Context: an optimization exercise on an open-source flow, tuned for small area and a short achievable clock period. The choices shown serve that exercise and are no tape-out recipe. RTL that was checked went through simulation tests only; none was proved equivalent to the original.

==> flow/design.v <==
module alu_reg (
  input clk,
  input [7:0] a,
  input [7:0] b,
  input [3:0] mode,
  output reg [7:0] s,
  output reg cout
);
  reg [7:0] a_q, b_q;
  reg [3:0] mode_q;
  wire [7:0] s_w;
  wire cout_w;
  alu_8_bits alu (.s(s_w), .cout(cout_w), .mode(mode_q), .a(a_q), .b(b_q));
  always @(posedge clk) begin
    a_q <= a;
    b_q <= b;
    mode_q <= mode;
    s <= s_w;
    cout <= cout_w;
  end
endmodule

`timescale 1ns / 1ps
module alu_rcs #(parameter W = 2) (x, y, dif, nb);
  input  [W-1:0] x, y;
  output [W-1:0] dif;
  output         nb;
  localparam L = (W > 8) ? 4 : (W > 4) ? 3 : (W > 2) ? 2 : 1;
  wire [W-1:0] yn = ~y;
  wire [W-1:0] g [0:L];
  wire [W-1:0] p [0:L];
  assign g[0] = (x & yn) | {{(W-1){1'b0}}, x[0] | yn[0]};
  assign p[0] = x | yn;
  genvar l, i;
  generate for (l = 0; l < L; l = l + 1) begin : lvl
    for (i = 0; i < W; i = i + 1) begin : bit_
      if ((i >> l) & 1) begin : join_
        localparam integer J = ((i >> l) << l) - 1;
        assign g[l+1][i] = g[l][i] | (p[l][i] & g[l][J]);
        assign p[l+1][i] = p[l][i] & p[l][J];
      end else begin : pass_
        assign g[l+1][i] = g[l][i];
        assign p[l+1][i] = p[l][i];
      end
    end
  end endgenerate
  assign dif = x ^ yn ^ {g[L][W-2:0], 1'b1};
  assign nb = g[L][W-1];
endmodule
module alu_pfa #(parameter W = 2) (x, y, sum, co);
  input  [W-1:0] x, y;
  output [W-1:0] sum;
  output         co;
  localparam L = (W > 8) ? 4 : (W > 4) ? 3 : (W > 2) ? 2 : 1;
  wire [W-1:0] g [0:L];
  wire [W-1:0] p [0:L];
  assign g[0] = x & y;
  assign p[0] = x | y;
  genvar l, i;
  generate for (l = 0; l < L; l = l + 1) begin : lvl
    for (i = 0; i < W; i = i + 1) begin : bit_
      if ((i >> l) & 1) begin : join_
        localparam integer J = ((i >> l) << l) - 1;
        assign g[l+1][i] = g[l][i] | (p[l][i] & g[l][J]);
        assign p[l+1][i] = p[l][i] & p[l][J];
      end else begin : pass_
        assign g[l+1][i] = g[l][i];
        assign p[l+1][i] = p[l][i];
      end
    end
  end endgenerate
  assign sum = x ^ y ^ {g[L][W-2:0], 1'b0};
  assign co = g[L][W-1];
endmodule
module alu_div4_step #(parameter W = 2) (t, d1, d2, d3, hz1, hz2, hz3, q, r);
  input  [W-1:0] t, d1, d2, d3;
  input          hz1, hz2, hz3;
  output [1:0]   q;
  output [W-1:0] r;
  wire [W-1:0] y1, y2, y3;
  wire c1, c2, c3;
  alu_rcs #(W) u1 (.x(t), .y(d1), .dif(y1), .nb(c1));
  alu_rcs #(W) u2 (.x(t), .y(d2), .dif(y2), .nb(c2));
  alu_rcs #(W) u3 (.x(t), .y(d3), .dif(y3), .nb(c3));
  wire ge1 = hz1 & c1;
  wire ge2 = hz2 & c2;
  wire ge3 = hz3 & c3;
  assign q = {ge2, ge3 | (ge1 & ~ge2)};
  assign r = ge3 ? y3 : ge2 ? y2 : ge1 ? y1 : t;
endmodule
module alu_mul9(m0, m1, m2, m3, p);
  input [8:0] m0;
  input [6:0] m1;
  input [4:0] m2;
  input [2:0] m3;
  output [8:0] p;
  wire mw1 = m0[6] ^ m1[4];
  wire mw2 = m0[6] & m1[4];
  wire mw3 = m0[7] ^ m1[5] ^ m2[3];
  wire mw4 = (m0[7] & m1[5]) | (m0[7] & m2[3]) | (m1[5] & m2[3]);
  wire mw5 = m0[4] ^ m1[2];
  wire mw6 = m0[4] & m1[2];
  wire mw7 = m0[5] ^ m1[3] ^ m2[1];
  wire mw8 = (m0[5] & m1[3]) | (m0[5] & m2[1]) | (m1[3] & m2[1]);
  wire mw9 = m2[2] ^ m3[0] ^ mw1;
  wire mw10 = (m2[2] & m3[0]) | (m2[2] & mw1) | (m3[0] & mw1);
  wire mw11 = m3[1] ^ mw3 ^ mw2;
  wire mw12 = (m3[1] & mw3) | (m3[1] & mw2) | (mw3 & mw2);
  wire mw13 = m0[2] ^ m1[0];
  wire mw14 = m0[2] & m1[0];
  wire mw15 = m0[3] ^ m1[1] ^ mw14;
  wire mw16 = (m0[3] & m1[1]) | (m0[3] & mw14) | (m1[1] & mw14);
  wire mw17 = m2[0] ^ mw5 ^ mw16;
  wire mw18 = (m2[0] & mw5) | (m2[0] & mw16) | (mw5 & mw16);
  wire mw19 = mw7 ^ mw6 ^ mw18;
  wire mw20 = (mw7 & mw6) | (mw7 & mw18) | (mw6 & mw18);
  wire mw21 = mw9 ^ mw8 ^ mw20;
  wire mw22 = (mw9 & mw8) | (mw9 & mw20) | (mw8 & mw20);
  wire mw23 = mw11 ^ mw10 ^ mw22;
  wire mw24 = (mw11 & mw10) | (mw11 & mw22) | (mw10 & mw22);
  wire mw25 = m0[8] ^ m1[6] ^ m2[4] ^ m3[2] ^ mw4 ^ mw12 ^ mw24;
  assign p = {mw25, mw23, mw21, mw19, mw17, mw15, mw13, m0[1], m0[0]};
endmodule
module alu_8_bits(s, cout, mode, a, b);
  input [7:0] a, b;
  input [3:0] mode;
  output [7:0] s;
  output cout;
  wire [15:0] m = 16'd1 << mode;
  wire sub = m[1] | m[14];
  wire [7:0] bb = b ^ {8{sub}};
  wire [7:0] p = a ^ bb;
  wire [8:0] c;
  assign c[0] = sub;
  genvar j;
  generate for (j = 0; j < 8; j = j + 1) begin : add_
    assign c[j+1] = (a[j] & bb[j]) | (p[j] & c[j]);
  end endgenerate
  wire [8:0] sum = {c[8] ^ sub, p ^ c[7:0]};
  wire eq = ~|p;
  wire gt = c[8] & ~&p;
  wire [7:0] g = a & b;
  wire G = m[8] | m[9] | m[11] | m[12];
  wire P = m[9] | m[10] | m[11] | m[13];
  wire inv = m[11] | m[12] | m[13];
  wire lg = m[8] | m[9] | m[10] | inv;
  wire [7:0] f = ((g & {8{G}}) | (p & {8{P}})) ^ {8{inv}};
  wire [7:0] b3s; wire b3c;
  alu_pfa #(8) b3a (.x({1'b0, b[7:1]}), .y(b), .sum(b3s), .co(b3c));
  wire [9:0] b3 = {b3c, b3s, b[0]};
  function [8:0] pick(input [1:0] d, input [8:0] b1, input [8:0] b3x);
    case (d)
      2'd0: pick = 9'd0;
      2'd1: pick = b1;
      2'd2: pick = {b1[7:0], 1'b0};
      default: pick = b3x;
    endcase
  endfunction
  wire [8:0] m0 = pick(a[1:0], {1'b0, b}, b3[8:0]);
  wire [8:0] m1 = pick(a[3:2], {1'b0, b}, b3[8:0]);
  wire [8:0] m2 = pick(a[5:4], {1'b0, b}, b3[8:0]);
  wire [8:0] m3 = pick(a[7:6], {1'b0, b}, b3[8:0]);
  wire [8:0] prod;
  alu_mul9 mul (.m0(m0), .m1(m1[6:0]), .m2(m2[4:0]), .m3(m3[2:0]), .p(prod));
  wire [1:0] qa, qb, qc, qd;
  wire [1:0] ra; wire [3:0] rb; wire [5:0] rc; wire [7:0] rd;
  alu_div4_step #(2) d3s (.t(a[7:6]), .d1(b[1:0]), .d2({b[0], 1'b0}), .d3(b3[1:0]),
    .hz1(b[7:2] == 0), .hz2(b[7:1] == 0), .hz3(b <= 8'd1), .q(qa), .r(ra));
  alu_div4_step #(4) d2s (.t({ra, a[5:4]}), .d1(b[3:0]), .d2({b[2:0], 1'b0}), .d3(b3[3:0]),
    .hz1(b[7:4] == 0), .hz2(b[7:3] == 0), .hz3(b <= 8'd5), .q(qb), .r(rb));
  alu_div4_step #(6) d1s (.t({rb, a[3:2]}), .d1(b[5:0]), .d2({b[4:0], 1'b0}), .d3(b3[5:0]),
    .hz1(b[7:6] == 0), .hz2(b[7:5] == 0), .hz3(b <= 8'd21), .q(qc), .r(rc));
  alu_div4_step #(8) d0s (.t({rc, a[1:0]}), .d1(b[7:0]), .d2({b[6:0], 1'b0}), .d3(b3[7:0]),
    .hz1(1'b1), .hz2(~b[7]), .hz3(b <= 8'd85), .q(qd), .r(rd));
  wire [7:0] quo = {qa, qb, qc, qd} & {8{|b}};
  wire ar  = m[0] | m[1];
  wire shl = m[4] | m[6];
  wire shr = m[5] | m[7];
  assign s = (sum[7:0] & {8{ar}}) | (prod[7:0] & {8{m[2]}}) | (quo & {8{m[3]}})
           | (f & {8{lg}}) | ({a[6:0], 1'b0} & {8{shl}}) | ({1'b0, a[7:1]} & {8{shr}})
           | {7'd0, (m[6] & a[7]) | (m[14] & gt) | (m[15] & eq)} | {m[7] & a[0], 7'd0};
  assign cout = (ar & sum[8]) | (m[2] & prod[8]) | (m[4] & a[7]) | inv;
endmodule
clock: 11.0 ns
lec_check: 0
abc_area: 1
cap_margin: 20
core_margin: 2
core_utilization: 40
cts_buf_list: sky130_fd_sc_hd__clkbuf_8
setup_slack_margin: 5
slew_margin: 20
tns_end_percent: 0
standard.sh (not shown) runs the stock make flow with config.mk's settings and CLKGATE_MAP_FILE= SYNTH_SCRIPT=/design/flow/synth_recipe.tcl, a recipe that flattens the netlist after the stock synthesis.
==> flow/flow/run.sh <==
#!/bin/bash
set -euo pipefail
MARGIN=7
BUFCELL=sky130_fd_sc_hd__buf_1
sed -e "s/SETUP_SLACK_MARGIN=[-0-9.]*/SETUP_SLACK_MARGIN=${MARGIN}/" \
    -e "s/\"\\\${@:-finish}\"/BUFFER_PORTS_ARGS=\"-buffer_cell ${BUFCELL}\" \"\${@:-finish}\"/" \
    standard.sh > layout.sh
bash standard.sh synth > make_synth.log 2>&1
bash layout.sh > make_layout.log 2>&1
The starting point produced a clean layout.
Next try:
--- a/flow/design.v
+++ b/flow/design.v
@@ -163,6 +163,6 @@
   wire [8:0] prod;
   alu_mul9 mul (.m0(m0), .m1(m1[6:0]), .m2(m2[4:0]), .m3(m3[2:0]), .p(prod));
-  wire [1:0] qa, qb, qc, qd;
-  wire [1:0] ra; wire [3:0] rb; wire [5:0] rc; wire [7:0] rd;
+  wire [1:0] qa, qb, qc;
+  wire [1:0] ra; wire [3:0] rb; wire [5:0] rc;
   alu_div4_step #(2) d3s (.t(a[7:6]), .d1(b[1:0]), .d2({b[0], 1'b0}), .d3(b3[1:0]),
     .hz1(b[7:2] == 0), .hz2(b[7:1] == 0), .hz3(b <= 8'd1), .q(qa), .r(ra));
@@ -171,11 +171,19 @@
   alu_div4_step #(6) d1s (.t({rb, a[3:2]}), .d1(b[5:0]), .d2({b[4:0], 1'b0}), .d3(b3[5:0]),
     .hz1(b[7:6] == 0), .hz2(b[7:5] == 0), .hz3(b <= 8'd21), .q(qc), .r(rc));
-  alu_div4_step #(8) d0s (.t({rc, a[1:0]}), .d1(b[7:0]), .d2({b[6:0], 1'b0}), .d3(b3[7:0]),
-    .hz1(1'b1), .hz2(~b[7]), .hz3(b <= 8'd85), .q(qd), .r(rd));
-  wire [7:0] quo = {qa, qb, qc, qd} & {8{|b}};
+  wire dq = m[3] & (|b);
+  wire n1, n2, n3;
+  wire [7:0] u1, u2, u3;
+  alu_rcs #(8) c1s (.x({rc, a[1:0]}), .y(b[7:0]), .dif(u1), .nb(n1));
+  alu_rcs #(8) c2s (.x({rc, a[1:0]}), .y({b[6:0], 1'b0}), .dif(u2), .nb(n2));
+  alu_rcs #(8) c3s (.x({rc, a[1:0]}), .y(b3[7:0]), .dif(u3), .nb(n3));
+  wire e1 = dq;
+  wire e2 = dq & ~b[7];
+  wire e3 = dq & (b <= 8'd85);
+  wire [1:0] qd = {e2 & n2, (e3 & n3) | (e1 & n1 & ~(e2 & n2))};
+  wire [7:0] quo = {{qa, qb, qc} & {6{dq}}, qd};
   wire ar  = m[0] | m[1];
   wire shl = m[4] | m[6];
   wire shr = m[5] | m[7];
-  assign s = (sum[7:0] & {8{ar}}) | (prod[7:0] & {8{m[2]}}) | (quo & {8{m[3]}})
+  assign s = (sum[7:0] & {8{ar}}) | (prod[7:0] & {8{m[2]}}) | quo
            | (f & {8{lg}}) | ({a[6:0], 1'b0} & {8{shl}}) | ({1'b0, a[7:1]} & {8{shr}})
            | {7'd0, (m[6] & a[7]) | (m[14] & gt) | (m[15] & eq)} | {m[7] & a[0], 7'd0};
=> The changed run went through all stages and came out clean; final area rises by 1.9%; first-iteration DRC count rises by 14%; register-to-register slack loses 0.06 ns; final cell count rises by 0.33%; clock skew rises by 0.0067 ns.
The RTL of the second run of this note was laid out without a check of its function.

[afterwards: timing with drivers on the ports]
No port has a modelled driver above. Below, the same layouts with a new extraction and two added sets of constraints. Step 1 sets driving cells, clkbuf_16 on the clock port and buf_2 on the other inputs (assumed; they add their load-dependent delay and slew). Step 2 adds t to the input delays and takes it off the output delays; t is the mean of the earliest and latest rising clock arrival at the registers after step 1. Input paths then give back, and output paths get back, about the clock's delay inside the block. Three values: ideal, step 1, step 2; two values: the first two.
| run | shift t [ns] | slack for setup (ns) | clock arrival spread, ns | slew at the worst register clock pin (ns) | worst data-port slew with drivers (ns) |
|---|---|---|---|---|---|
| the first run | 0.333 | 6.495 / 6.495 / 6.495 | 0.015 / 0.015 | 0.09 / 0.09 | 0.04 |
| the second run | 0.331 | 6.438 / 6.438 / 6.438 | 0.021 / 0.021 | 0.08 / 0.08 | 0.03 |
After both steps every run listed still meets setup and hold.
